Context: an optimization exercise on an open-source flow, tuned for small area. The choices shown serve that exercise and are no tape-out recipe. Where RTL was checked, it was by simulation tests only, not by an equivalence proof against the original. The RTL of runs 4 and 5 was laid out without a check of its function. In every run shown here, the design's own scripts or RTL, not TritonCTS, make the clock network. The clock input has no modelled driver; a real chip could not lean on it and would need a root buffer or a full tree. Power is estimated from default activity; no workload was simulated.

`flow/config.mk`:
```
export PLATFORM = sky130hd
export DESIGN_NAME = counter
export DESIGN_NICKNAME = counter
export VERILOG_FILES = /design/flow/design.v
export SDC_FILE = /design/flow/constraint.sdc
export NUM_CORES = 4
export LEC_CHECK = 0
export ABC_AREA = 1
export CAP_MARGIN = 20
export CORE_MARGIN = 2
export CORE_UTILIZATION = 70
export PLACE_DENSITY = 0.8
export SLEW_MARGIN = 20
```
`flow/constraint.sdc`:
```
create_clock -name core_clock -period 10.0 [get_ports {clk_50M}]
set_input_delay 2.0000 -clock core_clock [delete_from_list [all_inputs] [get_ports {clk_50M}]]
set_output_delay 2.0000 -clock core_clock [all_outputs]
set_load 0.01 [all_outputs]
```
`flow/design.v`:
```
`timescale 1ns / 1ps
module debounce(
    input  lap,
    input  clk,
    input  ce,
    input  reset,
    output event_o
    );
reg [1:0] run;    
reg       s;
always @(posedge clk or posedge reset)
    if (reset) begin
        run <= 2'd0;
        s   <= 1'b0;
    end else if (ce) begin
        run <= {2{lap}} & {run[1] | run[0], run[1] | ~run[0]};
        s   <= &run;
    end
assign event_o = s & ~(&run);
endmodule
`timescale 1ns / 1ps
`timescale 1ns / 1ps
module decoder_2to4(
    input [1:0] in,
    output [3:0] out
    );
assign out = ~(4'b0001 << in);
endmodule
`timescale 1ns / 1ps
module hex7seg(
    input [3:0] x,
    output [6:0] a_to_g
    );
assign a_to_g[6] = (~x[3] & ~x[2] & ~x[1] & x[0]) | (x[2] & ~x[1] & ~x[0]);
assign a_to_g[5] = x[2] & (x[1] ^ x[0]);
assign a_to_g[4] = ~x[2] & x[1] & ~x[0];
assign a_to_g[3] = (~x[3] & ~x[2] & ~x[1] & x[0]) | (x[2] & ~x[1] & ~x[0]) | (x[2] & x[1] & x[0]);
assign a_to_g[2] = (x[2] & ~x[1]) | x[0];
assign a_to_g[1] = (~x[3] & ~x[2] & x[0]) | (~x[2] & x[1]) | (x[1] & x[0]);
assign a_to_g[0] = (~x[3] & ~x[2] & ~x[1]) | (x[2] & x[1] & x[0]);
endmodule
`timescale 1ns / 1ps
module counter(
        input reset,
        input pause,
        input lap,
        input lap1,
        input lap2,
        input lap3,
        input clk_50M,
        output [6:0] seven_seg,
        output [3:0] an,
        output led0,
        output led1,
        output led2,
        output led3,
        output led4,
        output led5,
        output led6,
        output led7,
        output dp
    );
    reg [5:0] m;         
    reg       started;   
    wire [5:0] ph = ~m;
    always @(posedge clk_50M or posedge reset)
        if (reset) begin
            m       <= 6'b000000;    
            started <= 1'b0;
        end else begin
            m       <= ~inc6(ph);
            started <= 1'b1;
        end
    function [5:0] inc6(input [5:0] x);
        inc6 = x ^ {&x[4:0], &x[3:0], &x[2:0], &x[1:0], x[0], 1'b1};
    endfunction
    wire tick = (ph == 6'd30);
    wire [1:0] pos = started ? ph[3:2] : 2'b00;
    wire lap_event;
    debounce DB(.lap(lap), .clk(clk_50M), .ce(tick), .reset(reset), .event_o(lap_event));
    reg [3:0] cen, dec, s0;
    reg [2:0] sf, mf;
    wire e0 = tick & ~pause;
    wire e1 = e0 & cen[3] & cen[0];
    wire e2 = e1 & dec[3] & dec[0];
    wire e3 = e2 & s0[3] & s0[0];
    wire [2:0] sf_t = {(sf[1] & sf[0]) | (sf[2] & sf[0] & ~(&mf)) | (sf[2] & sf[1] & mf[2] & mf[0]),
                       (~sf[2] & sf[0]) | (sf[2] & sf[1] & mf[2] & mf[0]) | (sf[0] & (&mf)),
                       ~(sf[2] & sf[1])};
    wire [2:0] mf_t = {(sf[2] & sf[1] & mf[2] & mf[0]) | (sf[2] & sf[1] & mf[1] & mf[0]) | (sf[2] & sf[0] & mf[1] & mf[0]),
                       (sf[2] & sf[0] & mf[0]) | (sf[2] & sf[1] & ~mf[2] & mf[0]),
                       sf[2] & (sf[1] | sf[0])};
    always @(posedge clk_50M or posedge reset)
        if (reset) begin
            cen <= 4'd0; dec <= 4'd0; s0 <= 4'd0; sf <= 3'd0; mf <= 3'd0;
        end else begin
            cen <= bcd_next(cen, e0);
            dec <= bcd_next(dec, e1);
            s0  <= bcd_next(s0,  e2);
            sf  <= sf ^ ({3{e3}} & sf_t);
            mf  <= mf ^ ({3{e3}} & mf_t);
        end
    function [3:0] bcd_next(input [3:0] d, input en);
        bcd_next = {d[3] ^ (en & d[0] & (d[3] | (d[2] & d[1]))),
                    d[2] ^ (en & d[1] & d[0]),
                    d[1] ^ (en & d[0] & ~d[3]),
                    d[0] ^ en};
    endfunction
    reg [1:0] lap_count;
    wire take = tick & lap_event;
    always @(posedge clk_50M or posedge reset)
        if (reset)
            lap_count <= 2'd0;
        else if (take && lap_count != 2'd3)
            lap_count <= {lap_count[1] ^ lap_count[0], ~lap_count[0]};
    wire [17:0] now = {mf, sf, s0, dec, cen};
    reg  [17:0] mem1, mem2, mem3;
    always @(posedge clk_50M) begin
        if (take && lap_count == 2'd0) mem1 <= now;
        if (take && lap_count == 2'd1) mem2 <= now;
        if (take && lap_count == 2'd2) mem3 <= now;
    end
    wire v1 = lap1 & (lap_count != 2'd0);
    wire v2 = ~lap1 & lap2 & lap_count[1];
    wire v3 = ~lap1 & ~lap2 & lap3 & (lap_count == 2'd3);
    wire vt = ~lap1 & ~lap2 & ~lap3;
    wire [17:0] src = ({18{v1}} & mem1) | ({18{v2}} & mem2) |
                      ({18{v3}} & mem3) | ({18{vt}} & now);
    wire [2:0] src_sf = src[14:12];
    wire [2:0] src_mf = src[17:15];
    wire src8 = src_sf[2] & src_sf[1];
    reg [3:0] digit;
    always @(*)
        case (pos)
            2'd0: digit = src[3:0];
            2'd1: digit = src[7:4];
            2'd2: digit = src[11:8];
            default: digit = {1'b0, src8 ? src_mf : src_sf};
        endcase
    decoder_2to4 D24(.in(pos), .out(an));
    hex7seg H1(.x(digit), .a_to_g(seven_seg));
    assign dp = ~(pos == 2'd2);
    assign led0 = src8 | (|src_mf);
    assign led1 = src8 | src_mf[2] | src_mf[1];
    assign led2 = src8 | src_mf[2] | (src_mf[1] & src_mf[0]);
    assign led3 = src8 | src_mf[2];
    assign led4 = src8 | (src_mf[2] & (src_mf[1] | src_mf[0]));
    assign led5 = src8 | (src_mf[2] & src_mf[1]);
    assign led6 = src8 | (&src_mf);
    assign led7 = src8;
endmodule
```
`flow/flow/run.sh`:
```
#!/bin/bash
# Layout flow: the standard ORFS flow (standard.sh), with
#  - an area-only ABC mapping script for synthesis and no half-adder
#    extraction (registers are untouched by both),
#  - the smallest buffer for the port buffers,
#  - a small two-level clock tree (flow/cts.tcl: ORFS's cts.tcl with
#    clock_tree_synthesis replaced by a root buffer and 5 leaf buffers,
#    each driving one cluster of registers).
# Each tool's output goes to a log file of its own in the work folder.
set -euo pipefail
cd "$(dirname "$0")/.."
WORK=$PWD
S=$WORK/scripts_custom

# ORFS scripts folder identical to the original except for two files
mkdir -p "$S"
for f in "$FLOW_HOME"/scripts/*; do
    ln -sf "$f" "$S/"
done
rm -f "$S/abc_area.script" "$S/cts.tcl"
cp "$WORK/flow/abc_area.script" "$S/abc_area.script"
cp "$WORK/flow/cts.tcl" "$S/cts.tcl"

bash standard.sh synth SCRIPTS_DIR="$S" ABC_AREA=1 ADDER_MAP_FILE= \
    > "$WORK/synth.log" 2>&1
bash standard.sh finish SCRIPTS_DIR="$S" \
    BUFFER_PORTS_ARGS="-buffer_cell sky130_fd_sc_hd__buf_1" \
    MANUAL_CTS_LEAVES=5 \
    MANUAL_CTS_LEAF=sky130_fd_sc_hd__clkbuf_8 \
    MANUAL_CTS_ROOT=sky130_fd_sc_hd__clkbuf_4 \
    > "$WORK/layout.log" 2>&1
```
`flow/flow/abc_area.script`:
```
strash
&get -n
&dch -f
&nf -R 1000
&put
topo
```
`flow/flow/cts.tcl`:
```
utl::set_metrics_stage "cts__{}"
source $::env(SCRIPTS_DIR)/load.tcl
source $::env(SCRIPTS_DIR)/lec_check.tcl
erase_non_stage_variables cts
load_design 3_place.odb 3_place.sdc
source_step_tcl PRE CTS

# Clone clock tree inverters next to register loads
# so cts does not try to buffer the inverted clocks.
repair_clock_inverters

proc save_progress { stage } {
  puts "Run 'make gui_$stage.odb' to load progress snapshot"
  orfs_write_db $::env(RESULTS_DIR)/$stage.odb
  orfs_write_sdc $::env(RESULTS_DIR)/$stage.sdc
}

# Manual clock tree: one root buffer on the clock port driving N leaf
# buffers, each driving one cluster of registers (k-means on location).
proc manual_cts {nleaf leafcell rootcell} {
  set db [ord::get_db]
  set block [ord::get_db_block]
  set clknet [$block findNet clk_50M]
  set sinks {}
  foreach it [$clknet getITerms] {
    lappend sinks $it
  }
  set n [llength $sinks]
  set xs {}; set ys {}
  foreach it $sinks {
    set inst [$it getInst]
    set bb [$inst getBBox]
    lappend xs [expr {([$bb xMin] + [$bb xMax]) / 2.0}]
    lappend ys [expr {([$bb yMin] + [$bb yMax]) / 2.0}]
  }
  # k-means, seeded by sorting on x+y
  set order [lsort -real -indices [lmap x $xs y $ys {expr {$x + 0.7 * $y}}]]
  set cx {}; set cy {}
  for {set k 0} {$k < $nleaf} {incr k} {
    set i [lindex $order [expr {int(($k + 0.5) * $n / $nleaf)}]]
    lappend cx [lindex $xs $i]; lappend cy [lindex $ys $i]
  }
  set cap [expr {int(ceil(double($n) / $nleaf)) + 2}]
  for {set iter 0} {$iter < 30} {incr iter} {
    # balanced assignment: greedy by distance with a cap per cluster
    set pairs {}
    for {set i 0} {$i < $n} {incr i} {
      for {set k 0} {$k < $nleaf} {incr k} {
        set d [expr {abs([lindex $xs $i] - [lindex $cx $k]) + abs([lindex $ys $i] - [lindex $cy $k])}]
        lappend pairs [list $d $i $k]
      }
    }
    set pairs [lsort -real -index 0 $pairs]
    set asg [lrepeat $n -1]
    set cnt [lrepeat $nleaf 0]
    foreach p $pairs {
      lassign $p d i k
      if {[lindex $asg $i] >= 0} continue
      if {[lindex $cnt $k] >= $cap} continue
      lset asg $i $k
      lset cnt $k [expr {[lindex $cnt $k] + 1}]
    }
    set sx [lrepeat $nleaf 0.0]; set sy [lrepeat $nleaf 0.0]
    for {set i 0} {$i < $n} {incr i} {
      set k [lindex $asg $i]
      lset sx $k [expr {[lindex $sx $k] + [lindex $xs $i]}]
      lset sy $k [expr {[lindex $sy $k] + [lindex $ys $i]}]
    }
    for {set k 0} {$k < $nleaf} {incr k} {
      if {[lindex $cnt $k] > 0} {
        lset cx $k [expr {[lindex $sx $k] / [lindex $cnt $k]}]
        lset cy $k [expr {[lindex $sy $k] / [lindex $cnt $k]}]
      }
    }
  }
  puts "manual_cts: $n sinks, cluster sizes $cnt"
  set lmaster [$db findMaster $leafcell]
  set rmaster [$db findMaster $rootcell]
  # root
  set rnet [odb::dbNet_create $block clknet_root]
  $rnet setSigType CLOCK
  set root [odb::dbInst_create $block $rmaster clkbuf_root]
  set ax 0.0; set ay 0.0
  foreach x $cx y $cy { set ax [expr {$ax + $x}]; set ay [expr {$ay + $y}] }
  set ax [expr {int($ax / $nleaf)}]; set ay [expr {int($ay / $nleaf)}]
  $root setLocation $ax $ay
  $root setPlacementStatus PLACED
  [$root findITerm A] connect $clknet
  [$root findITerm X] connect $rnet
  # leaves
  set nets {}
  for {set k 0} {$k < $nleaf} {incr k} {
    set net [odb::dbNet_create $block clknet_leaf_$k]
    $net setSigType CLOCK
    set b [odb::dbInst_create $block $lmaster clkbuf_leaf_$k]
    $b setLocation [expr {int([lindex $cx $k])}] [expr {int([lindex $cy $k])}]
    $b setPlacementStatus PLACED
    [$b findITerm A] connect $rnet
    [$b findITerm X] connect $net
    lappend nets $net
  }
  for {set i 0} {$i < $n} {incr i} {
    set it [lindex $sinks $i]
    $it disconnect
    $it connect [lindex $nets [lindex $asg $i]]
  }
  $clknet setSigType CLOCK
}

# Clock tree: a root buffer on the clock port and a few leaf buffers, each
# driving one cluster of registers (instead of clock_tree_synthesis).
set_dont_use $::env(DONT_USE_CELLS)
log_cmd manual_cts $::env(MANUAL_CTS_LEAVES) $::env(MANUAL_CTS_LEAF) $::env(MANUAL_CTS_ROOT)
set_propagated_clock [all_clocks]


utl::push_metrics_stage "cts__{}__pre_repair_timing"
log_cmd estimate_parasitics -placement
if { $::env(DETAILED_METRICS) } {
  report_metrics 4 "cts pre-repair-timing"
}
utl::pop_metrics_stage

set_placement_padding -global \
  -left $::env(CELL_PAD_IN_SITES_DETAIL_PLACEMENT) \
  -right $::env(CELL_PAD_IN_SITES_DETAIL_PLACEMENT)

set result [catch { detailed_placement } msg]
if { $result != 0 } {
  save_progress 4_1_error
  error "Detailed placement failed in CTS: $msg"
}

log_cmd estimate_parasitics -placement

if { $::env(CTS_SNAPSHOTS) } {
  save_progress 4_1_pre_repair_hold_setup
}

if { !$::env(SKIP_CTS_REPAIR_TIMING) } {
  if { $::env(EQUIVALENCE_CHECK) } {
    write_eqy_verilog 4_before_rsz.v
  }
  if { $::env(LEC_CHECK) } {
    write_lec_verilog 4_before_rsz_lec.v
  }

  repair_timing_helper

  if { $::env(EQUIVALENCE_CHECK) } {
    run_equivalence_test
  }
  if { $::env(LEC_CHECK) } {
    write_lec_verilog 4_after_rsz_lec.v
    run_lec_test 4_rsz 4_before_rsz_lec.v 4_after_rsz_lec.v
  }

  set result [catch { detailed_placement } msg]
  if { $result != 0 } {
    save_progress 4_1_error
    error "Detailed placement failed in CTS: $msg"
  }

  check_placement -verbose
}

report_metrics 4 "cts final"

source_step_tcl POST CTS

orfs_write_db $::env(RESULTS_DIR)/4_1_cts.odb
orfs_write_sdc $::env(RESULTS_DIR)/4_cts.sdc
```
`flow/standard.sh`:
```
#!/bin/bash
# synth_recipe.tcl (not shown) runs the flow's synth.tcl, then flattens the netlist and writes it again
# the make line also repeats each setting of config.mk as NAME=value (left out here)
make -C /OpenROAD-flow-scripts/flow DESIGN_CONFIG=/design/flow/config.mk WORK_HOME=/design/flow/orfs CLKGATE_MAP_FILE= SYNTH_SCRIPT=/design/flow/synth_recipe.tcl "${@:-finish}"
```
==> flow_summary_export.csv, run 1 <==
group,metric,value,unit
critical_path,cp_cell_sequence,"buf_1 > o21a_1 > a222oi_1 > a21boi_0 > a21oi_1 > nor4_1 > nand3b_1 > a21boi_0 > nand2b_1 > buf_1",
placed_design,place_hpwl,4680,um
grt,grt_max_degree,31,
critical_path,cpMaxStageDelayCell,"nor4_1",
final_layout,drive_above_1_share,5.84,%
worst_hold_path,hold_path.class,"register to register",
routing,viasPerCell,6.36,
die,io-pin-count,27,
synthesis,synth_cells,271,
critical_path,start_kind,"primary input",
synthesis,synth.top_cell.area_share,47.3,%
routing,wl_per_cell,18.8,um
final_layout,antenna_cells,0,
synthesis,synth-edff-count,54,
timing,slew_headroom,49.2,%
timing,min_period,6.75,ns
routing,drt-total-wl,7070,um
clock_network,ctsResizeCount,0,
timing,worst_pin_slew,0.754,ns
clock_network,cts_setup_buffers,0,
synthesis,syn_nets,278,
timing,fmaxAchievable,148,MHz
critical_path,critPathRequiredTime,8.00,ns
critical_path,critical_path_buf_inv_count,2,
power_and_ir_drop,p_comb_share,1.7,%
routing,ant_nets,0,
placed_design,routabilityCongestion,0.832,
synthesis,ys_top_cells_by_area,"edfxtp_1 (47%), dfrtp_1 (22%), a222oi_1 (5.3%), nand2_1 (4.6%), a21oi_1 (3.6%)",
die,dieArea,5480,sq um
power_and_ir_drop,finalPower,0.523,mW
power_and_ir_drop,p_leak,1.23,nW
timing,finClkSkew,0.0168,ns
routing,drt_pass1_iterations,6,
die,core.rowCount,25,
synthesis,dominantRegCellSynth,"edfxtp_1",
timing,setup_tns,0,ns
power_and_ir_drop,p_per_area,139,nW/um^2
critical_path,endpoint_kind,"output port",
synthesis,async_flop_share,35.7,%
flow_run,maxCapViolCount,0,
power_and_ir_drop,clkPwrFrac,27.6,%
timing,hold_violations,0,
synthesis,ys_warn_count,2,
clock_network,cts_hold_buf,0,
grt,track_usage,26.6,%
final_layout,syn_to_final_growth,9.34,%
grt,grt_pass1_vias,2213,
final_layout,final_nets,317,
routing,num_vias,2385,
critical_path,arrival,4.75,ns
die,fp.dieW,74.0,um
die,core,4720,sq um
synthesis,synth_top_cell_by_area,"edfxtp_1",
synthesis,synth_cell_types,26,
synthesis,synth-seq-area-share,69.2,%
power_and_ir_drop,vdd_ir_drop_max,0.105,mV
power_and_ir_drop,p_int,0.420,mW
critical_path,path_class,"primary input to output port",
clock_network,clkTransAtPathRegs,0.10,ns
run_status,status,"timing/DRC/antenna clean",
die,initial_core_util,72.6,%
power_and_ir_drop,p_sw_share,19.6,%
grt,grt_pass1_wl,11000,um
critical_path,crit_fanout,18,
synthesis,syn_avg_cell_area,12.7,sq um
routing,first_iter_violations,283,
timing,drv_slew,0,
timing,finalCritPeriodShare,67.5,%
power_and_ir_drop,p_switching,0.102,mW
critical_path,path_delay_family,"compound AO/OA/AOI/OAI gates",
power_and_ir_drop,power_frac_seq,70.7,%
timing,rsz0062_at_grt,"no",
placed_design,portBuffers,26,
timing,setup_viol,0,
synthesis,synth_area,3430,sq um
grt,antenna_found_initial,0,
grt,overflow,0,
critical_path,cpPeakStageDelay,0.59,ns
routing,drc,0,
synthesis,synth_seq_cells,84,
clock_network,clk_latency,0.40,ns
die,die_y,74.0,um
==> through the flow <==
stage	worst slack (ns)	instance area (sq um)	utilization, %	hold WS (ns)	cells
after floorplan	3.24	3430	-	0.446	271
after global placement	3.42	3670	77.8	0.460	369
after detailed placement	3.26	3670	77.8	0.474	369
after CTS	3.25	3750	79.4	0.490	375
after global routing	2.89	3750	79.4	0.502	375
final	3.25	3750	79.4	0.484	375
==> final timing paths <==
| path | startpoint | endpoint | slack (ns) | cells after the start |
|---|---|---|---|---|
| worst min-delay path | m[5] | m[5] | 0.48 | 1 |
| worst max register to register | m[0] | mf[2] | 6.64 | 12 |
| worst min register to register | m[5] | m[5] | 0.48 | 1 |
| worst max-delay path | lap1 | seven_seg[3] | 3.25 | 10 |
| max in group asynchronous | reset | DB.s | 7.89 | 2 |
| min in group asynchronous | reset | sf[0] | 1.68 | 2 |
==> layout by cell type (no fill, tap or decap), drive strengths merged, types with 7 or more instances in the layout <==
cell	count
nor3	7
edfxtp	54
dfrtp	30
a21oi	25
clkinv	9
xnor2	11
nor2	15
a222oi	18
o21ai	10
buf	32
nand3	9
nand2	42
==> per-layer routing <==
metal	vias up	track usage [%]	wire [um]
li1	1100	-	-
met1	1168	41.7	3020
met2	113	43.8	3470
met3	4	2.03	533
met4	0	2.22	42
met5	-	0	0
==> cells in the mapped netlist (3+ instances only) <==
library cell  count
a21boi_0          3
a21oi_1          25
a222oi_1         18
a31oi_1           6
clkinv_1         10
dfrtp_1          30
edfxtp_1         54
nand2_1          42
nand2b_1          6
nand3_1           9
nor2_1           15
nor2b_1           3
nor3_1            7
nor4_1            4
o21ai_0          10
xnor2_1          11
xor2_1            5
==> area by class of cell <==
cell class	instances	area (sq um)
plain buffers	6	76.3
inverters	10	37.5
fillers	285	973
well taps	67	83.8
multi-input cells	176	1040
flip-flops and latches	84	2370
repair buffers	32	143
==> state kept, by name, indices dropped and copies added, names as in the netlist <==
name       cells
dec            4
started        1
cen            4
DB.run         2
mf             3
mem2          18
mem3          18
sf             3
lap_count      2
mem1          18
DB.s           1
m              6
s0             4
==> cell families after synthesis <==
logic type,count (synthesis),share of synthesized area [%]
AO/OA/AOI/OAI,66,13.0
XOR/XNOR,16,4.09
buffers and inverters,11,1.31
flip-flops,84,69.2
other,1,0.109
AND/OR/NAND/NOR,93,12.3
==> power by group through the flow <==
stage	clock network (mW)	registers, mW	logic, mW
6_report	0.144	0.369	0.00913
5_1_grt	0.157	0.370	0.0104
4_1_cts	0.145	0.369	0.00919
3_5_place_dp	0	0.377	0.00916
3_3_place_gp	0	0.377	0.00865
2_1_floorplan	0	0.376	0.00538
==> run 2: changes to the inputs <==
--- a/flow/config.mk
+++ b/flow/config.mk
@@ -8,6 +8,5 @@
 export ABC_AREA = 1
 export CAP_MARGIN = 20
 export CORE_MARGIN = 2
-export CORE_UTILIZATION = 70
-export PLACE_DENSITY = 0.8
+export CORE_UTILIZATION = 40
 export SLEW_MARGIN = 20
==> flow_summary_export.csv, run 2 <==
group,metric,value,unit
synthesis,dominantRegCellSynth,"edfxtp_1",
synthesis,synth_seq_cells,84,
grt,grt_pass1_vias,2095,
grt,grt_max_degree,31,
timing,slew_headroom,40.1,%
routing,drc,0,
timing,min_period,6.77,ns
timing,hold_violations,0,
synthesis,synth-simple-area-share,12.3,%
final_layout,final_core_util,46.1,%
die,initial_core_util,41.5,%
synthesis,synth_xor_area_share,4.09,%
placed_design,dpl_cell_area,3730,sq um
critical_path,path_class,"primary input to output port",
grt,grt_pass1_wl,11200,um
synthesis,synth_compound_area_share,13.0,%
synthesis,synth_cell_types,26,
routing,viasPerCell,5.46,
routing,ant_nets,0,
final_layout,final_nets,318,
final_layout,reg_top3,"mem1: 18 flops, mem2: 18 flops, mem3: 18 flops",
routing,wl_per_cell,16.5,um
synthesis,synthAdderAreaFrac,0,%
synthesis,synth_cells,271,
critical_path,arrival,4.77,ns
critical_path,critPathRequiredTime,8.00,ns
routing,num_vias,2259,
power_and_ir_drop,p_per_area,138,nW/um^2
final_layout,final_common_cell,"edfxtp_1",
die,core,8260,sq um
clock_network,clk_latency,0.40,ns
synthesis,ys_top_cells_by_area,"edfxtp_1 (47%), dfrtp_1 (22%), a222oi_1 (5.3%), nand2_1 (4.6%), a21oi_1 (3.6%)",
routing,drt_pass1_iterations,7,
final_layout,final_area,3800,sq um
clock_network,cts_hold_buf,0,
die,core.rowCount,33,
final_layout,antenna_cells,0,
placed_design,routabilityCongestion,0.737,
grt,antenna_found_initial,0,
critical_path,crit_fanout,18,
synthesis,ys_warn_count,2,
timing,worst_pin_slew,0.890,ns
synthesis,synthTopCellsByCount,"edfxtp_1 (54), nand2_1 (42), dfrtp_1 (30)",
final_layout,drive_above_1_share,5.83,%
grt,overflow,0,
placed_design,portBuffers,26,
die,dieArea,9330,sq um
final_layout,syn_to_final_growth,10.9,%
grt,track_usage,15.4,%
routing,drt-total-wl,6820,um
routing,first_iter_violations,225,
clock_network,clkTransAtPathRegs,0.11,ns
critical_path,start_kind,"primary input",
timing,finClkSkew,0.0239,ns
timing,setup_tns,0,ns
die,die_y,96.6,um
synthesis,synth.most_common_cell,"edfxtp_1",
timing,finalCritPeriodShare,67.7,%
timing,drv_slew,0,
clock_network,cts_setup_buffers,0,
die,io-pin-count,27,
worst_hold_path,hold_path.class,"register to register",
timing,rsz0062_at_grt,"no",
synthesis,synth.top_cell.area_share,47.3,%
timing,fmaxAchievable,148,MHz
synthesis,synth_area,3430,sq um
synthesis,synthMuxAreaShare,0,%
power_and_ir_drop,finalPower,0.525,mW
clock_network,ctsResizeCount,0,
synthesis,synth_top_family_by_area,"compound AO/OA/AOI/OAI gates",
die,fp.dieW,96.6,um
timing,setup_viol,0,
final_layout,finalNonFillerCells,414,
placed_design,place_hpwl,4390,um
critical_path,endpoint_kind,"output port",
synthesis,async_flop_share,35.7,%
synthesis,syn_nets,278,
power_and_ir_drop,vdd_ir_drop_max,0.0609,mV
synthesis,syn_avg_cell_area,12.7,sq um
synthesis,synth-edff-count,54,
synthesis,synth_top_cell_by_area,"edfxtp_1",
placed_design,dp_cells,408,
final_layout,final_cell_mix,"edfxtp_1 (54), nand2_1 (42), dfrtp_1 (30), buf_1 (26), a21oi_1 (25)",
power_and_ir_drop,p_leak,1.23,nW
synthesis,synth-seq-area-share,69.2,%
run_status,status,"timing/DRC/antenna clean",
flow_run,maxCapViolCount,0,
## run 2: area by class of cell
class                           instances  area [sq um]
Tap cell                              105           131
Fill cell                             783          4450
Inverter                               10          37.5
Sequential cell                        84          2370
Multi-Input combinational cell        176          1040
Buffer                                  6          76.3
Timing Repair Buffer                   33           150
## run 2: worst paths after layout
path | startpoint | end | slack (ns) | depth (start not counted)
min in group asynchronous | reset | DB.run[0] | 1.61 | 3
max in group asynchronous | reset | mf[0] | 8.06 | 3
worst min-delay path | m[5] | m[5] | 0.48 | 1
worst max-delay path | lap1 | seven_seg[3] | 3.23 | 10
worst min register to register | m[5] | m[5] | 0.48 | 1
worst max register to register | m[0] | mf[2] | 6.82 | 12
## run 2: logic make-up after synthesis
group | after synthesis
buffers and inverters | 11
AOI/OAI and AO/OA | 66
xor gates and xnor gates | 16
and+or+nand+nor | 93
DFF | 84
other | 1
## run 2: layer usage
layer,GRT usage [%],wire length [um]
met1,23.7,3220
met2,24.7,3100
met3,1.32,396
met4,2.00,95
met5,0,0
## run 2: power by group
| group | internal, mW | total [mW] | switching [mW] |
|---|---|---|---|
| clock | 0.0500 | 0.147 | 0.0970 |
| sequential | 0.368 | 0.369 | 0.00143 |
| combinational | 0.00288 | 0.00934 | 0.00646 |
## run 2: critical path, stage by stage
cell and delay, ns:
buf_1 0.12, o21a_1 0.38, a222oi_1 0.36, a21boi_0 0.44, a21oi_1 0.13, nor4_1 0.64, nand3b_1 0.17, a21boi_0 0.25
nand2b_1 0.13, buf_1 0.15
## run 2: stage by stage
stage	hold WS (ns)	worst slack [ns]
after floorplan	0.446	3.24
after global placement	0.460	3.36
after detailed placement	0.466	3.24
after CTS	0.484	3.22
after global routing	0.517	2.81
final	0.480	3.23
==> run 3: changes to the inputs <==
--- a/flow/flow/run.sh
+++ b/flow/flow/run.sh
@@ -4,7 +4,7 @@
 #    extraction (registers are untouched by both),
 #  - the smallest buffer for the port buffers,
 #  - a small two-level clock tree (flow/cts.tcl: ORFS's cts.tcl with
-#    clock_tree_synthesis replaced by a root buffer and 5 leaf buffers,
+#    clock_tree_synthesis replaced by a root buffer and 4 leaf buffers,
 #    each driving one cluster of registers).
 # Each tool's output goes to a log file of its own in the work folder.
 set -euo pipefail
@@ -25,7 +25,7 @@
     > "$WORK/synth.log" 2>&1
 bash standard.sh finish SCRIPTS_DIR="$S" \
     BUFFER_PORTS_ARGS="-buffer_cell sky130_fd_sc_hd__buf_1" \
-    MANUAL_CTS_LEAVES=5 \
+    MANUAL_CTS_LEAVES=4 \
     MANUAL_CTS_LEAF=sky130_fd_sc_hd__clkbuf_8 \
     MANUAL_CTS_ROOT=sky130_fd_sc_hd__clkbuf_4 \
     > "$WORK/layout.log" 2>&1
--- a/flow/config.mk
+++ b/flow/config.mk
@@ -8,5 +8,6 @@
 export ABC_AREA = 1
 export CAP_MARGIN = 20
 export CORE_MARGIN = 2
-export CORE_UTILIZATION = 40
+export CORE_UTILIZATION = 70
+export PLACE_DENSITY = 0.8
 export SLEW_MARGIN = 20
==> flow_summary_export.csv, run 3 <==
group,metric,value,unit
run_status,status,"timing/DRC/antenna clean",
die,io-pin-count,27,
clock_network,clk_latency,0.38,ns
final_layout,num-fill-cells,291,
synthesis,synth.most_common_cell,"edfxtp_1",
routing,viasPerCell,6.27,
synthesis,ys_warn_count,2,
placed_design,detailedPlace.worstSlack,3.26,ns
synthesis,synthTopCellsByCount,"edfxtp_1 (54), nand2_1 (42), dfrtp_1 (30)",
final_layout,syn_to_final_growth,8.94,%
final_layout,seqCellArea,2370,sq um
die,core,4720,sq um
critical_path,endpoint_kind,"output port",
final_layout,final_common_cell,"edfxtp_1",
synthesis,synth_area,3430,sq um
synthesis,synth.top_cell.area_share,47.3,%
placed_design,routabilityCongestion,0.832,
grt,antenna_found_initial,0,
critical_path,critPathRequiredTime,8.00,ns
routing,first_iter_violations,305,
synthesis,synth_top_family_by_area,"compound AO/OA/AOI/OAI gates",
critical_path,path_class,"primary input to output port",
timing,postLayoutSetupSlackWorst,3.22,ns
critical_path,start_kind,"primary input",
final_layout,final_cell_mix,"edfxtp_1 (54), nand2_1 (42), dfrtp_1 (30), buf_1 (26), a21oi_1 (25)",
timing,drv_slew,0,
final_layout,multi_input_area,1040,sq um
timing,worst_pin_slew,0.781,ns
synthesis,syn_avg_cell_area,12.7,sq um
power_and_ir_drop,p_leak,1.22,nW
synthesis,synth_xor_area_share,4.09,%
placed_design,portBuffers,26,
die,die_y,74.0,um
final_layout,antenna_cells,0,
die,dieArea,5480,sq um
worst_hold_path,hold_path.class,"register to register",
synthesis,dominantRegCellSynth,"edfxtp_1",
routing,drt-total-wl,6960,um
synthesis,synthMuxAreaShare,0,%
die,initial_core_util,72.6,%
critical_path,arrival,4.78,ns
routing,ant_nets,0,
timing,finClkSkew,0.00909,ns
timing,fmaxAchievable,147,MHz
flow_run,maxCapViolCount,0,
critical_path,crit_fanout,18,
timing,hold_violations,0,
placed_design,place_hpwl,4680,um
grt,grt_pass1_wl,11000,um
power_and_ir_drop,p_per_area,137,nW/um^2
final_layout,final_nets,316,
routing,wl_per_cell,18.6,um
synthesis,async_flop_share,35.7,%
synthesis,ys_top_cells_by_area,"edfxtp_1 (47%), dfrtp_1 (22%), a222oi_1 (5.3%), nand2_1 (4.6%), a21oi_1 (3.6%)",
timing,finalCritPeriodShare,67.8,%
die,core.rowCount,25,
power_and_ir_drop,vdd_ir_drop_max,0.0966,mV
grt,grt_pass1_vias,2209,
clock_network,clkTransAtPathRegs,0.11,ns
clock_network,cts_hold_buf,0,
grt,overflow,0,
routing,drt_pass1_iterations,9,
synthesis,synth_cell_types,26,
routing,drc,0,
final_layout,reg_top3,"mem1: 18 flops, mem2: 18 flops, mem3: 18 flops",
synthesis,synthAdderAreaFrac,0,%
synthesis,synth_compound_area_share,13.0,%
synthesis,synth_seq_cells,84,
synthesis,synth_cells,271,
clock_network,cts_setup_buffers,0,
synthesis,synth-edff-count,54,
timing,slew_headroom,47.5,%
routing,num_vias,2346,
die,fp.dieW,74.0,um
final_layout,drive_above_1_share,5.54,%
timing,min_period,6.78,ns
synthesis,syn_nets,278,
timing,setup_tns,0,ns
synthesis,synth_top_cell_by_area,"edfxtp_1",
synthesis,synth-simple-area-share,12.3,%
power_and_ir_drop,finalPower,0.510,mW
timing,setup_viol,0,
grt,track_usage,26.6,%
synthesis,synth-seq-area-share,69.2,%
clock_network,ctsResizeCount,0,
grt,grt_max_degree,31,
timing,rsz0062_at_grt,"no",
==> run 3: cell families after synthesis <==
logic type | Yosys count
buf+inv | 11
compound gates | 66
other cells | 1
xor+xnor | 16
simple gates | 93
flops | 84
==> run 3: worst paths after layout <==
check / start / end / slack [ns] / depth (start not counted)
max in group asynchronous: reset / m[1] / 7.89 / 2
max: lap1 / seven_seg[3] / 3.22 / 10
min in group asynchronous: reset / sf[2] / 1.68 / 2
min: m[5] / m[5] / 0.49 / 1
max reg2reg: m[0] / mf[2] / 6.65 / 12
min reg2reg: m[5] / m[5] / 0.49 / 1
==> run 3: metrics by stage <==
stage | instances | util [%] | area, sq um | hold WS, ns
global route | 374 | 79.1 | 3740 | 0.504
detailed placement | 369 | 77.8 | 3670 | 0.474
global placement | 369 | 77.8 | 3670 | 0.460
finish | 374 | 79.1 | 3740 | 0.486
CTS | 374 | 79.1 | 3740 | 0.492
floorplan | 271 | - | 3430 | 0.446
==> run 3: metal layers <==
layer / track usage, % / vias up / wire, um / part of all wire [%]
met4: 2.83 / 0 / 77 / 1.1
met3: 1.36 / 9 / 507 / 7.3
met5: 0 / - / 0 / 0
li1: - / 1093 / - / -
met2: 43.8 / 105 / 3440 / 49
met1: 41.7 / 1139 / 2940 / 42
==> run 3: where the power goes <==
group          switching, mW  internal, mW  total, mW
clock                 0.0902        0.0414      0.132
combinational        0.00644       0.00262    0.00906
sequential           0.00154         0.368      0.369
==> run 3: critical path: stages <==
cell and delay [ns]:
buf_1 0.14, o21a_1 0.36, a222oi_1 0.37, a21boi_0 0.42
a21oi_1 0.14, nor4_1 0.61, nand3b_1 0.18, a21boi_0 0.27
nand2b_1 0.14, buf_1 0.15
==> run 3: final cells by class <==
type / instances / share of cell area [%]
Inverter: 10 / 1.00
Sequential cell: 84 / 63.5
Tap cell: 67 / 2.24
Buffer: 5 / 1.67
Timing Repair Buffer: 32 / 3.82
Multi-Input combinational cell: 176 / 27.8
==> run 4: changes to the inputs <==
==> flow/design.v (replaced) <==
`timescale 1ns / 1ps
module debounce(
    input  lap,
    input  clk,
    input  ce,
    input  reset,
    output event_o
    );
reg [1:0] run;    
reg       s;
always @(posedge clk or posedge reset)
    if (reset) begin
        run <= 2'd0;
        s   <= 1'b0;
    end else if (ce) begin
        run <= {2{lap}} & {run[1] | run[0], run[1] | ~run[0]};
        s   <= &run;
    end
assign event_o = s & ~(&run);
endmodule
`timescale 1ns / 1ps
`timescale 1ns / 1ps
module decoder_2to4(
    input [1:0] in,
    output [3:0] out
    );
assign out = ~(4'b0001 << in);
endmodule
`timescale 1ns / 1ps
module hex7seg(
    input [3:0] x,
    output [6:0] a_to_g
    );
assign a_to_g[6] = (~x[3] & ~x[2] & ~x[1] & x[0]) | (x[2] & ~x[1] & ~x[0]);
assign a_to_g[5] = x[2] & (x[1] ^ x[0]);
assign a_to_g[4] = ~x[2] & x[1] & ~x[0];
assign a_to_g[3] = (~x[3] & ~x[2] & ~x[1] & x[0]) | (x[2] & ~x[1] & ~x[0]) | (x[2] & x[1] & x[0]);
assign a_to_g[2] = (x[2] & ~x[1]) | x[0];
assign a_to_g[1] = (~x[3] & ~x[2] & x[0]) | (~x[2] & x[1]) | (x[1] & x[0]);
assign a_to_g[0] = (~x[3] & ~x[2] & ~x[1]) | (x[2] & x[1] & x[0]);
endmodule
`timescale 1ns / 1ps
module counter(
        input reset,
        input pause,
        input lap,
        input lap1,
        input lap2,
        input lap3,
        input clk_50M,
        output [6:0] seven_seg,
        output [3:0] an,
        output led0,
        output led1,
        output led2,
        output led3,
        output led4,
        output led5,
        output led6,
        output led7,
        output dp
    );
    reg [5:0] m;         
    reg       started;
    wire [5:0] q = ~m;
    wire       jl = q[1] & q[0];                  
    wire [5:0] q_next = {q[5] ^ (jl & (&q[4:2])),
                         q[4] ^ (jl & q[3] & q[2]),
                         q[3] ^ (jl & q[2]),
                         q[2] ^ jl,
                         q[0],
                         ~q[1]};
    always @(posedge clk_50M or posedge reset)
        if (reset) begin
            m       <= 6'b000000;
            started <= 1'b0;
        end else begin
            m       <= ~q_next;
            started <= 1'b1;
        end
    wire tick = (q == 6'b01_11_01);
    wire [1:0] pos = started ? q[3:2] : 2'b00;
    wire lap_event;
    debounce DB(.lap(lap), .clk(clk_50M), .ce(tick), .reset(reset), .event_o(lap_event));
    reg [3:0] cen, dec, s0, mn;
    reg [2:0] s1;
    wire e0 = tick & ~pause;
    wire e1 = e0 & cen[3] & cen[0];
    wire e2 = e1 & dec[3] & dec[0];
    wire e3 = e2 & s0[3] & s0[0];
    wire e4 = e3 & s1[2] & s1[0];
    always @(posedge clk_50M or posedge reset)
        if (reset) begin
            cen <= 4'd0; dec <= 4'd0; s0 <= 4'd0; s1 <= 3'd0; mn <= 4'd0;
        end else begin
            cen <= bcd_next(cen, e0);
            dec <= bcd_next(dec, e1);
            s0  <= bcd_next(s0,  e2);
            s1  <= {s1[2] ^ (e3 & s1[0] & (s1[1] | s1[2])),
                    s1[1] ^ (e3 & s1[0] & ~s1[2]),
                    s1[0] ^ e3};
            mn  <= {mn[3] ^ (e4 & (mn[3] | (mn[2] & mn[1] & mn[0]))),
                    mn[2] ^ (e4 & mn[1] & mn[0]),
                    mn[1] ^ (e4 & mn[0]),
                    mn[0] ^ (e4 & ~mn[3])};
        end
    function [3:0] bcd_next(input [3:0] d, input en);
        bcd_next = {d[3] ^ (en & d[0] & (d[3] | (d[2] & d[1]))),
                    d[2] ^ (en & d[1] & d[0]),
                    d[1] ^ (en & d[0] & ~d[3]),
                    d[0] ^ en};
    endfunction
    reg [1:0] lap_count;
    wire take = tick & lap_event;
    always @(posedge clk_50M or posedge reset)
        if (reset)
            lap_count <= 2'd0;
        else if (take && lap_count != 2'd3)
            lap_count <= {lap_count[1] ^ lap_count[0], ~lap_count[0]};
    wire [3:0] now_s1 = {1'b0, s1};
    wire [3:0] now_min = mn;
    wire [3:0] now_dig [0:3];
    assign now_dig[0] = cen; assign now_dig[1] = dec;
    assign now_dig[2] = s0;  assign now_dig[3] = now_s1;
    wire [1:0] jb = {q[0], ~(q[1] ^ q[0])};
    wire [3:0] nd = now_dig[pos];
    wire ent = (pos == 2'd0 - jb);
    wire ld1 = lap_event & (lap_count == 2'd0);
    wire ld2 = lap_event & (lap_count == 2'd1);
    wire ld3 = lap_event & (lap_count == 2'd2);
    reg [15:0] r1, r2, r3;
    reg [3:0]  n1, n2, n3;
    always @(posedge clk_50M) begin
        r1 <= {r1[11:0], (ld1 & ent) ? nd : r1[15:12]};
        r2 <= {r2[11:0], (ld2 & ent) ? nd : r2[15:12]};
        r3 <= {r3[11:0], (ld3 & ent) ? nd : r3[15:12]};
        if (ld1) n1 <= now_min;
        if (ld2) n2 <= now_min;
        if (ld3) n3 <= now_min;
    end
    wire v1 = lap1 & (lap_count != 2'd0);
    wire v2 = ~lap1 & lap2 & lap_count[1];
    wire v3 = ~lap1 & ~lap2 & lap3 & (lap_count == 2'd3);
    wire vt = ~lap1 & ~lap2 & ~lap3;
    wire [1:0] slot = pos - 2'd1 + jb;
    wire [15:0] rs = ({16{v1}} & r1) | ({16{v2}} & r2) | ({16{v3}} & r3);
    wire [3:0] digit = (rs >> {slot, 2'b00}) | ({4{vt}} & nd);
    wire [3:0] mins = ({4{v1}} & n1) | ({4{v2}} & n2) | ({4{v3}} & n3) | ({4{vt}} & now_min);
    decoder_2to4 D24(.in(pos), .out(an));
    hex7seg H1(.x(digit), .a_to_g(seven_seg));
    assign dp = ~(pos == 2'd2);
    assign led0 = |mins;
    assign led1 = mins[3] | mins[2] | mins[1];
    assign led2 = mins[3] | mins[2] | (mins[1] & mins[0]);
    assign led3 = mins[3] | mins[2];
    assign led4 = mins[3] | (mins[2] & (mins[1] | mins[0]));
    assign led5 = mins[3] | (mins[2] & mins[1]);
    assign led6 = mins[3] | (mins[2] & mins[1] & mins[0]);
    assign led7 = mins[3];
endmodule
--- a/flow/flow/run.sh
+++ b/flow/flow/run.sh
@@ -4,7 +4,7 @@
 #    extraction (registers are untouched by both),
 #  - the smallest buffer for the port buffers,
 #  - a small two-level clock tree (flow/cts.tcl: ORFS's cts.tcl with
-#    clock_tree_synthesis replaced by a root buffer and 4 leaf buffers,
+#    clock_tree_synthesis replaced by a root buffer and 5 leaf buffers,
 #    each driving one cluster of registers).
 # Each tool's output goes to a log file of its own in the work folder.
 set -euo pipefail
@@ -25,7 +25,7 @@
     > "$WORK/synth.log" 2>&1
 bash standard.sh finish SCRIPTS_DIR="$S" \
     BUFFER_PORTS_ARGS="-buffer_cell sky130_fd_sc_hd__buf_1" \
-    MANUAL_CTS_LEAVES=4 \
+    MANUAL_CTS_LEAVES=5 \
     MANUAL_CTS_LEAF=sky130_fd_sc_hd__clkbuf_8 \
     MANUAL_CTS_ROOT=sky130_fd_sc_hd__clkbuf_4 \
     > "$WORK/layout.log" 2>&1
--- a/flow/config.mk
+++ b/flow/config.mk
@@ -8,6 +8,5 @@
 export ABC_AREA = 1
 export CAP_MARGIN = 20
 export CORE_MARGIN = 2
-export CORE_UTILIZATION = 70
-export PLACE_DENSITY = 0.8
+export CORE_UTILIZATION = 40
 export SLEW_MARGIN = 20
==> flow_summary_export.csv, run 4 <==
group,metric,value,unit
die,fp.dieW,95.9,um
die,die_y,95.9,um
critical_path,cp_cell_sequence,"buf_1 > o21a_1 > a222oi_1 > mux2_1 > o21ai_0 > a31o_1 > a21boi_0 > nand2b_1 > buf_1",
final_layout,final_nets,340,
clock_network,cts_setup_buffers,0,
run_status,status,"timing/DRC/antenna clean",
die,dieArea,9200,sq um
placed_design,routabilityCongestion,0.757,
critical_path,cpMostUsedCell,"buf_1",
synthesis,synth_area,3380,sq um
synthesis,syn_avg_cell_area,11.4,sq um
synthesis,syn_nets,303,
grt,grt_pass1_wl,11200,um
routing,num_vias,2354,
clock_network,clk_latency,0.41,ns
clock_network,clkTransAtPathRegs,0.12,ns
routing,first_iter_violations,206,
critical_path,cpMaxStageDelayCell,"o21a_1",
critical_path,crit_fanout,20,
final_layout,reg_top3,"r1: 16 flops, r2: 16 flops, r3: 16 flops",
power_and_ir_drop,p_leak,1.45,nW
routing,viasPerCell,5.39,
die,initial_core_util,41.1,%
critical_path,critical_path_buf_inv_count,2,
synthesis,ys_top_cells_by_area,"dfxtp_1 (28%), dfrtp_1 (23%), edfxtp_1 (11%), a222oi_1 (5.0%), nand2_1 (4.4%)",
timing,finalCritPeriodShare,66.1,%
die,core,8220,sq um
routing,drt-total-wl,6620,um
grt,track_usage,15.0,%
routing,ant_nets,0,
critical_path,endpoint_kind,"output port",
placed_design,place_hpwl,4740,um
power_and_ir_drop,vdd_ir_drop_max,0.0902,mV
synthesis,synth_seq_cells,91,
final_layout,final_cell_mix,"dfxtp_1 (48), nand2_1 (40), dfrtp_1 (31), buf_1 (26), nor2_1 (19)",
synthesis,async_flop_share,34.1,%
synthesis,synth-seq-area-share,62.1,%
timing,min_period,6.61,ns
critical_path,reg2reg_from,"m[2]",
synthesis,ys_warn_count,2,
worst_hold_path,hp-start,"r2[2]",
timing,drv_slew,0,
timing,hold_violations,0,
final_layout,finalNonFillerCells,437,
synthesis,synth_cells,296,
critical_path,cpPeakStageDelay,0.65,ns
timing,setup_tns,0,ns
placed_design,portBuffers,26,
synthesis,synth.top_cell.area_share,28.4,%
final_layout,syn_to_final_growth,10.7,%
final_layout,drive_above_1_share,3.63,%
routing,wl_per_cell,15.1,um
flow_run,maxCapViolCount,0,
timing,fmaxAchievable,151,MHz
clock_network,ctsResizeCount,0,
timing,worst_pin_slew,0.914,ns
timing,setup_viol,0,
synthesis,synth_top_cell_by_area,"dfxtp_1",
die,core.rowCount,33,
grt,grt_pass1_vias,2237,
synthesis,dominantRegCellSynth,"dfxtp_1",
critical_path,crit_path_start,"lap1",
final_layout,final_common_cell,"dfxtp_1",
synthesis,synthTopCellsByCount,"dfxtp_1 (48), nand2_1 (40), dfrtp_1 (31)",
die,io-pin-count,27,
timing,finClkSkew,0.0170,ns
timing,rsz0062_at_grt,"no",
placed_design,detailedPlace.worstSlack,3.41,ns
power_and_ir_drop,p_per_area,142,nW/um^2
critical_path,path_delay_family,"compound AO/OA/AOI/OAI gates",
critical_path,start_kind,"primary input",
critical_path,arrival,4.61,ns
routing,drc,0,
placed_design,dp_cells,430,
final_layout,final_core_util,45.5,%
timing,slew_headroom,38.9,%
worst_hold_path,hold_path.class,"register to register",
timing,hold_slack,0.343,ns
synthesis,synth_cell_types,36,
grt,antenna_found_initial,0,
critical_path,path_class,"primary input to output port",
grt,grt_max_degree,22,
routing,drt_pass1_iterations,5,
critical_path,critPathRequiredTime,8.00,ns
grt,overflow,0,
synthesis,synth.most_common_cell,"dfxtp_1",
clock_network,cts_hold_buf,0,
synthesis,synth-edff-count,12,
timing,postLayoutSetupSlackWorst,3.39,ns
## run 4: changes by cell type after synthesis, moves of 3 or more
cell,previous run,this run
a221o_1,0,3
a21oi_1,25,18
mux2_1,0,13
dfxtp_1,0,48
nand3_1,9,6
nor2_1,15,19
edfxtp_1,54,12
a22oi_1,0,4
nor4_1,4,0
## run 4: per-stage QoR
stage | area [sq um] | power, mW
after floorplan | 3380 | 0.385
after CTS | 3730 | 0.537
after detailed placement | 3650 | 0.390
after global placement | 3630 | 0.389
after global routing | 3740 | 0.548
final | 3740 | 0.532
## run 4: path summary, 6_finish.rpt
| path | endpoint | slack (ns) | cells past startpoint |
|---|---|---|---|
| max | seven_seg[3] | 3.39 | 9 |
| min | r2[6] | 0.34 | 0 |
| max reg2reg | mn[2] | 6.80 | 10 |
| min reg2reg | r2[6] | 0.34 | 0 |
| max in group asynchronous | mn[1] | 8.07 | 3 |
| min in group asynchronous | m[5] | 1.52 | 2 |
## run 4: routing by layer
layer  GRT usage [%]  wire length [um]  vias up
met5               0                 0        -
met4            1.79                92        0
met3            1.41               261       10
met2            24.0              2890       52
met1            22.9              3370     1136
li1                -                 -     1156
## run 4: layout make-up
cell class | instances | area [sq um]
Sequential cell | 91 | 2100
Antenna cell | 1 | 2.50
Buffer | 6 | 76.3
Fill cell | 779 | 4480
Multi-Input combinational cell | 193 | 1240
Timing Repair Buffer | 30 | 148
Inverter | 11 | 41.3
Tap cell | 105 | 131
## run 4: power breakdown
| group | switching, mW | internal [mW] |
|---|---|---|
| combinational | 0.00641 | 0.00320 |
| sequential | 0.000831 | 0.372 |
| clock | 0.100 | 0.0500 |
## run 4: cells by family after synthesis
logic type | Yosys count | share of synthesized area (%)
multiplexers | 15 | 4.93
flip-flops | 91 | 62.1
buffers and inverters | 12 | 1.44
AND/OR/NAND/NOR | 90 | 12.0
XOR/XNOR | 18 | 4.67
AO/OA/AOI/OAI | 69 | 14.8
other | 1 | 0.111
==> run 5: changes to the inputs <==
--- a/flow/config.mk
+++ b/flow/config.mk
@@ -8,5 +8,6 @@
 export ABC_AREA = 1
 export CAP_MARGIN = 20
 export CORE_MARGIN = 2
-export CORE_UTILIZATION = 40
+export CORE_UTILIZATION = 70
+export PLACE_DENSITY = 0.8
 export SLEW_MARGIN = 20
==> flow_summary_export.csv, run 5 <==
group,metric,value,unit
routing,ant_nets,0,
die,dieArea,5400,sq um
grt,overflow,0,
final_layout,syn_to_final_growth,7.74,%
flow_run,maxCapViolCount,0,
synthesis,synth-seq-area-share,62.1,%
critical_path,critPathRequiredTime,8.00,ns
power_and_ir_drop,vdd_ir_drop_max,0.0958,mV
die,fp.dieW,73.5,um
placed_design,place_hpwl,4440,um
timing,hold_slack,0.350,ns
worst_hold_path,hp-start,"r3[6]",
grt,antenna_found_initial,0,
final_layout,final_common_cell,"dfxtp_1",
clock_network,cts_hold_buf,0,
timing,min_period,6.56,ns
placed_design,dpl_cell_area,3560,sq um
clock_network,cts_setup_buffers,0,
synthesis,synth.most_common_cell,"dfxtp_1",
die,core.rowCount,25,
power_and_ir_drop,finalPower,0.529,mW
timing,slew_headroom,39.5,%
clock_network,ctsResizeCount,0,
synthesis,synth_top_cell_by_area,"dfxtp_1",
timing,hold_violations,0,
synthesis,dominantRegCellSynth,"dfxtp_1",
grt,grt_max_degree,32,
routing,num_vias,2356,
critical_path,arrival,4.56,ns
placed_design,dp_cells,378,
timing,setup_viol,0,
die,initial_core_util,72.0,%
timing,rsz0062_at_grt,"no",
placed_design,portBuffers,26,
placed_design,routabilityCongestion,0.789,
timing,postLayoutSetupSlackWorst,3.44,ns
final_layout,final_cell_mix,"dfxtp_1 (48), nand2_1 (40), dfrtp_1 (31), buf_1 (26), nor2_1 (19)",
final_layout,final_area,3640,sq um
timing,fmaxAchievable,152,MHz
synthesis,synth-edff-count,12,
run_status,status,"timing/DRC/antenna clean",
routing,first_iter_violations,264,
synthesis,synth.top_cell.area_share,28.4,%
synthesis,synth_seq_cells,91,
final_layout,final_nets,339,
synthesis,syn_nets,303,
synthesis,synth_area,3380,sq um
routing,drc,0,
routing,viasPerCell,6.14,
clock_network,clk_latency,0.38,ns
timing,worst_pin_slew,0.901,ns
die,io-pin-count,27,
synthesis,syn_avg_cell_area,11.4,sq um
synthesis,synthTopCellsByCount,"dfxtp_1 (48), nand2_1 (40), dfrtp_1 (31)",
timing,finClkSkew,0.0136,ns
final_layout,final_core_util,77.6,%
clock_network,clkTransAtPathRegs,0.10,ns
synthesis,synth_cell_types,36,
synthesis,synth_cells,296,
routing,drt_pass1_iterations,6,
worst_hold_path,hold_path.class,"register to register",
power_and_ir_drop,p_per_area,145,nW/um^2
grt,track_usage,24.5,%
grt,grt_pass1_vias,2239,
final_layout,antenna_cells,0,
timing,setup_tns,0,ns
power_and_ir_drop,p_leak,1.44,nW
critical_path,crit_path_start,"lap1",
grt,grt_pass1_wl,10500,um
die,core,4690,sq um
timing,drv_slew,0,
routing,drt-total-wl,6240,um
die,die_y,73.5,um
final_layout,reg_top3,"r1: 16 flops, r2: 16 flops, r3: 16 flops",
critical_path,crit_fanout,20,
critical_path,path_class,"primary input to output port",
synthesis,async_flop_share,34.1,%
critical_path,endpoint_kind,"output port",
final_layout,finalNonFillerCells,384,
synthesis,ys_top_cells_by_area,"dfxtp_1 (28%), dfrtp_1 (23%), edfxtp_1 (11%), a222oi_1 (5.0%), nand2_1 (4.4%)",
final_layout,drive_above_1_share,3.33,%
critical_path,reg2reg_from,"m[2]",
routing,wl_per_cell,16.3,um
timing,finalCritPeriodShare,65.6,%
critical_path,start_kind,"primary input",
synthesis,ys_warn_count,2,
placed_design,detailedPlace.worstSlack,3.48,ns
==> run 5: critical path, stage by stage <==
cell and delay [ns]:
buf_1 0.17, o21a_1 0.66, a222oi_1 0.23, mux2_1 0.32
o21ai_0 0.48, a31o_1 0.20, a21boi_0 0.23, nand2b_1 0.13
buf_1 0.15
==> run 5: kinds of logic after synthesis <==
group           synth area share, %
compound gates                 14.8
flops                          62.1
xor+xnor                       4.67
mux                            4.93
other cells                   0.111
buf+inv                        1.44
simple gates                   12.0
==> run 5: cell type report <==
type	instances	area, sq um
tap	54	67.6
inverter	11	41.3
multi-input combinational	193	1240
buffer	6	76.3
fill	333	1050
timing repair buffer	29	120
sequential	91	2100
==> run 5: layer usage <==
metal | GRT usage, % | wire length (um)
met5 | 0 | 0
met3 | 1.23 | 238
met4 | 2.22 | 52
met2 | 41.9 | 2940
met1 | 36.5 | 3020
==> run 5: worst paths after layout <==
check | to | slack (ns) | cells past startpoint
setup / recovery | seven_seg[3] | 3.44 | 9
hold / removal | r3[10] | 0.35 | 0
setup reg to reg | mn[2] | 6.79 | 10
hold reg to reg | r3[10] | 0.35 | 0
max in group asynchronous | cen[3] | 7.92 | 2
min in group asynchronous | DB.s | 1.67 | 2
==> run 5: power breakdown <==
| group | internal, mW | total, mW | leakage, nW | switching [mW] |
|---|---|---|---|---|
| clock network | 0.0502 | 0.148 | 0.0406 | 0.0982 |
| registers | 0.372 | 0.372 | 0.879 | 0.000743 |
| logic | 0.00208 | 0.00790 | 0.516 | 0.00582 |
| total | 0.424 | 0.529 | 1.44 | 0.105 |
==> run 6: changes to the inputs <==
--- a/flow/design.v
+++ b/flow/design.v
@@ -82,8 +82,11 @@
     wire [1:0] pos = started ? q[3:2] : 2'b00;
     wire lap_event;
     debounce DB(.lap(lap), .clk(clk_50M), .ce(tick), .reset(reset), .event_o(lap_event));
-    reg [3:0] cen, dec, s0, mn;
-    reg [2:0] s1;
+    wire [1:0] jb = {q[0], ~(q[1] ^ q[0])};
+    reg [15:0] t;        
+    reg [3:0]  mn;       
+    wire [3:0] cen = t[7:4], dec = t[11:8], s0 = t[15:12];
+    wire [2:0] s1 = t[2:0];
     wire e0 = tick & ~pause;
     wire e1 = e0 & cen[3] & cen[0];
     wire e2 = e1 & dec[3] & dec[0];
@@ -91,18 +94,19 @@
     wire e4 = e3 & s1[2] & s1[0];
     always @(posedge clk_50M or posedge reset)
         if (reset) begin
-            cen <= 4'd0; dec <= 4'd0; s0 <= 4'd0; s1 <= 3'd0; mn <= 4'd0;
+            t  <= 16'd0;
+            mn <= 4'd0;
         end else begin
-            cen <= bcd_next(cen, e0);
-            dec <= bcd_next(dec, e1);
-            s0  <= bcd_next(s0,  e2);
-            s1  <= {s1[2] ^ (e3 & s1[0] & (s1[1] | s1[2])),
-                    s1[1] ^ (e3 & s1[0] & ~s1[2]),
-                    s1[0] ^ e3};
-            mn  <= {mn[3] ^ (e4 & (mn[3] | (mn[2] & mn[1] & mn[0]))),
-                    mn[2] ^ (e4 & mn[1] & mn[0]),
-                    mn[1] ^ (e4 & mn[0]),
-                    mn[0] ^ (e4 & ~mn[3])};
+            t  <= {bcd_next(dec, e1), bcd_next(cen, e0),
+                   t[3],
+                   s1[2] ^ (e3 & s1[0] & (s1[1] | s1[2])),
+                   s1[1] ^ (e3 & s1[0] & ~s1[2]),
+                   s1[0] ^ e3,
+                   bcd_next(s0, e2)};
+            mn <= {mn[3] ^ (e4 & (mn[3] | (mn[2] & mn[1] & mn[0]))),
+                   mn[2] ^ (e4 & mn[1] & mn[0]),
+                   mn[1] ^ (e4 & mn[0]),
+                   mn[0] ^ (e4 & ~mn[3])};
         end
     function [3:0] bcd_next(input [3:0] d, input en);
         bcd_next = {d[3] ^ (en & d[0] & (d[3] | (d[2] & d[1]))),
@@ -117,35 +121,27 @@
             lap_count <= 2'd0;
         else if (take && lap_count != 2'd3)
             lap_count <= {lap_count[1] ^ lap_count[0], ~lap_count[0]};
-    wire [3:0] now_s1 = {1'b0, s1};
-    wire [3:0] now_min = mn;
-    wire [3:0] now_dig [0:3];
-    assign now_dig[0] = cen; assign now_dig[1] = dec;
-    assign now_dig[2] = s0;  assign now_dig[3] = now_s1;
-    wire [1:0] jb = {q[0], ~(q[1] ^ q[0])};
-    wire [3:0] nd = now_dig[pos];
-    wire ent = (pos == 2'd0 - jb);
     wire ld1 = lap_event & (lap_count == 2'd0);
     wire ld2 = lap_event & (lap_count == 2'd1);
     wire ld3 = lap_event & (lap_count == 2'd2);
     reg [15:0] r1, r2, r3;
     reg [3:0]  n1, n2, n3;
     always @(posedge clk_50M) begin
-        r1 <= {r1[11:0], (ld1 & ent) ? nd : r1[15:12]};
-        r2 <= {r2[11:0], (ld2 & ent) ? nd : r2[15:12]};
-        r3 <= {r3[11:0], (ld3 & ent) ? nd : r3[15:12]};
-        if (ld1) n1 <= now_min;
-        if (ld2) n2 <= now_min;
-        if (ld3) n3 <= now_min;
+        r1 <= {r1[11:0], ld1 ? t[15:12] : r1[15:12]};
+        r2 <= {r2[11:0], ld2 ? t[15:12] : r2[15:12]};
+        r3 <= {r3[11:0], ld3 ? t[15:12] : r3[15:12]};
+        if (ld1) n1 <= mn;
+        if (ld2) n2 <= mn;
+        if (ld3) n3 <= mn;
     end
     wire v1 = lap1 & (lap_count != 2'd0);
     wire v2 = ~lap1 & lap2 & lap_count[1];
     wire v3 = ~lap1 & ~lap2 & lap3 & (lap_count == 2'd3);
     wire vt = ~lap1 & ~lap2 & ~lap3;
     wire [1:0] slot = pos - 2'd1 + jb;
-    wire [15:0] rs = ({16{v1}} & r1) | ({16{v2}} & r2) | ({16{v3}} & r3);
-    wire [3:0] digit = (rs >> {slot, 2'b00}) | ({4{vt}} & nd);
-    wire [3:0] mins = ({4{v1}} & n1) | ({4{v2}} & n2) | ({4{v3}} & n3) | ({4{vt}} & now_min);
+    wire [15:0] rs = ({16{v1}} & r1) | ({16{v2}} & r2) | ({16{v3}} & r3) | ({16{vt}} & t);
+    wire [3:0] digit = rs >> {slot, 2'b00};
+    wire [3:0] mins = ({4{v1}} & n1) | ({4{v2}} & n2) | ({4{v3}} & n3) | ({4{vt}} & mn);
     decoder_2to4 D24(.in(pos), .out(an));
     hex7seg H1(.x(digit), .a_to_g(seven_seg));
     assign dp = ~(pos == 2'd2);
==> flow_summary_export.csv, run 6 <==
group,metric,value,unit
run_status,status,"timing/DRC/antenna clean",
timing,hold_violations,0,
final_layout,antenna_cells,0,
critical_path,reg2reg_from,"m[1]",
grt,antenna_found_initial,0,
routing,first_iter_violations,262,
grt,use_met2,42.6,%
final_layout,final_nets,362,
synthesis,synth_area,3340,sq um
die,io-pin-count,27,
synthesis,synth_top_family_by_area,"simple AND/OR/NAND/NOR gates",
final_layout,drive_above_1_share,3.68,%
critical_path,endpoint_kind,"output port",
power_and_ir_drop,finalPower,0.536,mW
synthesis,synthMuxAreaShare,0,%
routing,drt_pass1_iterations,5,
timing,finalCritPeriodShare,64.7,%
timing,min_period,6.47,ns
timing,rsz0062_at_grt,"no",
placed_design,routabilityCongestion,0.850,
synthesis,synth-simple-area-share,16.3,%
die,fp.dieW,73.1,um
clock_network,clk_latency,0.41,ns
synthesis,ys_warn_count,2,
timing,setup_tns,0,ns
final_layout,final_area,3650,sq um
placed_design,place_hpwl,4860,um
grt,grt_pass1_wl,11100,um
worst_hold_path,min_path_cells,0,
synthesis,ys_top_cells_by_area,"dfxtp_1 (29%), dfrtp_1 (24%), edfxtp_1 (11%), nand2_1 (8.9%), a222oi_1 (6.0%)",
final_layout,final_common_cell,"nand2_1",
power_and_ir_drop,p_leak,1.47,nW
timing,slew_headroom,49.8,%
clock_network,cts_hold_buf,0,
synthesis,synthAdderAreaFrac,0,%
critical_path,cp_cell_sequence,"buf_1 > o21a_1 > a222oi_1 > nand3_1 > nand2_1 > a21oi_1 > clkinv_1 > a21o_1 > a21boi_0 > nand2b_1 > buf_1",
final_layout,syn_to_final_growth,9.02,%
critical_path,reg2reg_depth,11,
routing,num_vias,2520,
timing,fmaxAchievable,154,MHz
synthesis,synth-edff-count,12,
synthesis,synth.top_cell.area_share,28.7,%
clock_network,cts_setup_buffers,0,
critical_path,reg2reg_slack,6.72,ns
clock_network,clkTransAtPathRegs,0.11,ns
grt,grtUsageMet1,39.4,%
grt,track_usage,26.9,%
power_and_ir_drop,vdd_ir_drop_max,0.109,mV
power_and_ir_drop,p_per_area,147,nW/um^2
final_layout,final_core_util,78.2,%
synthesis,synthTopCellsByCount,"nand2_1 (79), dfxtp_1 (48), dfrtp_1 (32)",
grt,grt.busiest_layer,"met2",
routing,viasPerCell,6.19,
die,core.rowCount,25,
worst_hold_path,hold_path.class,"register to register",
worst_hold_path,min_to,"r2[6]",
synthesis,syn_nets,324,
timing,setup_viol,0,
synthesis,synth-seq-area-share,63.4,%
die,die_y,73.1,um
synthesis,synth_compound_area_share,14.3,%
die,core,4660,sq um
die,dieArea,5350,sq um
routing,ant_nets,0,
critical_path,cpMostUsedCell,"buf_1",
die,initial_core_util,71.8,%
critical_path,critPathRequiredTime,8.00,ns
critical_path,crit_fanout,20,
grt,grt_use_met3,3.45,%
critical_path,cpPeakStageDelay,0.66,ns
critical_path,cpMaxStageDelayCell,"o21a_1",
clock_network,ctsResizeCount,0,
grt,grt_max_degree,22,
critical_path,arrival,4.47,ns
synthesis,async_flop_share,34.8,%
grt,grt_pass1_vias,2330,
synthesis,synth_seq_cells,92,
synthesis,synth_xor_area_share,4.19,%
synthesis,syn_avg_cell_area,10.6,sq um
timing,hold_slack,0.353,ns
worst_hold_path,hp-start,"r2[2]",
critical_path,path_class,"primary input to output port",
flow_run,maxCapViolCount,0,
timing,worst_pin_slew,0.753,ns
routing,drt-total-wl,6970,um
synthesis,synth_cells,317,
timing,finClkSkew,0.0243,ns
routing,drc,0,
placed_design,portBuffers,26,
critical_path,start_kind,"primary input",
synthesis,synth.most_common_cell,"nand2_1",
critical_path,worstReg2RegEnd,"mn[2]",
synthesis,dominantRegCellSynth,"dfxtp_1",
synthesis,synth_top_cell_by_area,"dfxtp_1",
final_layout,num-fill-cells,308,
synthesis,synth_cell_types,31,
routing,wl_per_cell,17.1,um
timing,drv_slew,0,
final_layout,final_cell_mix,"nand2_1 (79), dfxtp_1 (48), dfrtp_1 (32), buf_1 (26), a21oi_1 (23)",
grt,overflow,0,
placed_design,dpl_cell_area,3570,sq um
## run 6: worst max-delay path by stage
| stage | startpoint | slack (ns) | end |
|---|---|---|---|
| 2_1_floorplan | lap2 | 3.33 | seven_seg[3] |
| 3_3_place_gp | lap1 | 3.69 | seven_seg[3] |
| 3_5_place_dp | lap1 | 3.55 | seven_seg[3] |
| 4_1_cts | lap1 | 3.54 | seven_seg[3] |
| 5_1_grt | lap1 | 3.31 | seven_seg[3] |
| 6_report | lap1 | 3.53 | seven_seg[3] |
## run 6: through the flow
step | setup WS, ns | instances
after floorplan | 3.33 | 317
after global placement | 3.69 | 400
after detailed placement | 3.55 | 401
after CTS | 3.54 | 407
after global routing | 3.31 | 407
final | 3.53 | 407
## run 6: metal layers
metal / wire length [um] / vias to the layer above
met5: 0 / -
met4: 117 / 0
met3: 388 / 11
met2: 3410 / 95
met1: 3060 / 1214
li1: - / 1200
## run 6: where the power goes
part           total (mW)  switching, mW  internal, mW
Combinational     0.00984        0.00640       0.00343
Clock               0.150         0.0996        0.0501
Sequential          0.377        0.00129         0.376
Total               0.536          0.107         0.429
## run 6: cells by family (layout without fill, tap and decap cells)
logic type / after synthesis / in the layout
buffers and inverters: 13 / 49
other: 1 / 1
and+or+nand+nor: 127 / 127
DFF: 92 / 92
AOI/OAI and AO/OA: 68 / 68
xor gates and xnor gates: 16 / 16
## run 6: area by class of cell
cell class / instances / area, sq um / area share (%)
Buffer: 6 / 76.3 / 2.09
Timing Repair Buffer: 31 / 155 / 4.26
Inverter: 12 / 45.0 / 1.24
Multi-Input combinational cell: 212 / 1180 / 32.4
Tap cell: 54 / 67.6 / 1.85
Sequential cell: 92 / 2120 / 58.2
## run 6: critical path, delay by kind of cell
kind	cells	cell delay, ns
AOI/OAI and AO/OA	5	1.63
buffers and inverters	3	0.48
and+or+nand+nor	3	0.35

[what the ideal ports hide]
Ports are ideal in the flow. The routed layouts listed here were re-timed in OpenROAD.
Step 1: set_driving_cell puts a clkbuf_16 on clk_50M and a buf_2 on each other input, an assumption about the parent block.
Step 2 adds t to the input delays and takes it off the output delays; t is the mean of the earliest and latest rising clock arrival at the registers after step 1. Input paths then give back, and output paths get back, about the clock's delay inside the block.
Three values: ideal, step 1, step 2; two values: the first two.
| run | t, ns | setup slack, ns | hold slack, ns |
|---|---|---|---|
| run 1 | 0.415 | 3.254 / 3.229 / 3.229 | 0.484 / 0.484 / 0.484 |
| run 2 | 0.420 | 3.230 / 3.208 / 3.208 | 0.480 / 0.480 / 0.480 |
| run 3 | 0.401 | 3.218 / 3.193 / 3.193 | 0.486 / 0.486 / 0.486 |
| run 4 | 0.433 | 3.391 / 3.370 / 3.370 | 0.343 / 0.343 / 0.343 |
| run 5 | 0.396 | 3.435 / 3.399 / 3.399 | 0.350 / 0.350 / 0.350 |
| run 6 | 0.422 | 3.527 / 3.502 / 3.502 | 0.353 / 0.353 / 0.353 |
After both steps every run listed still meets setup and hold. For run 5, which loses most, drivers alone change the setup slack by -0.036 ns; drivers and shift together by -0.036 ns.
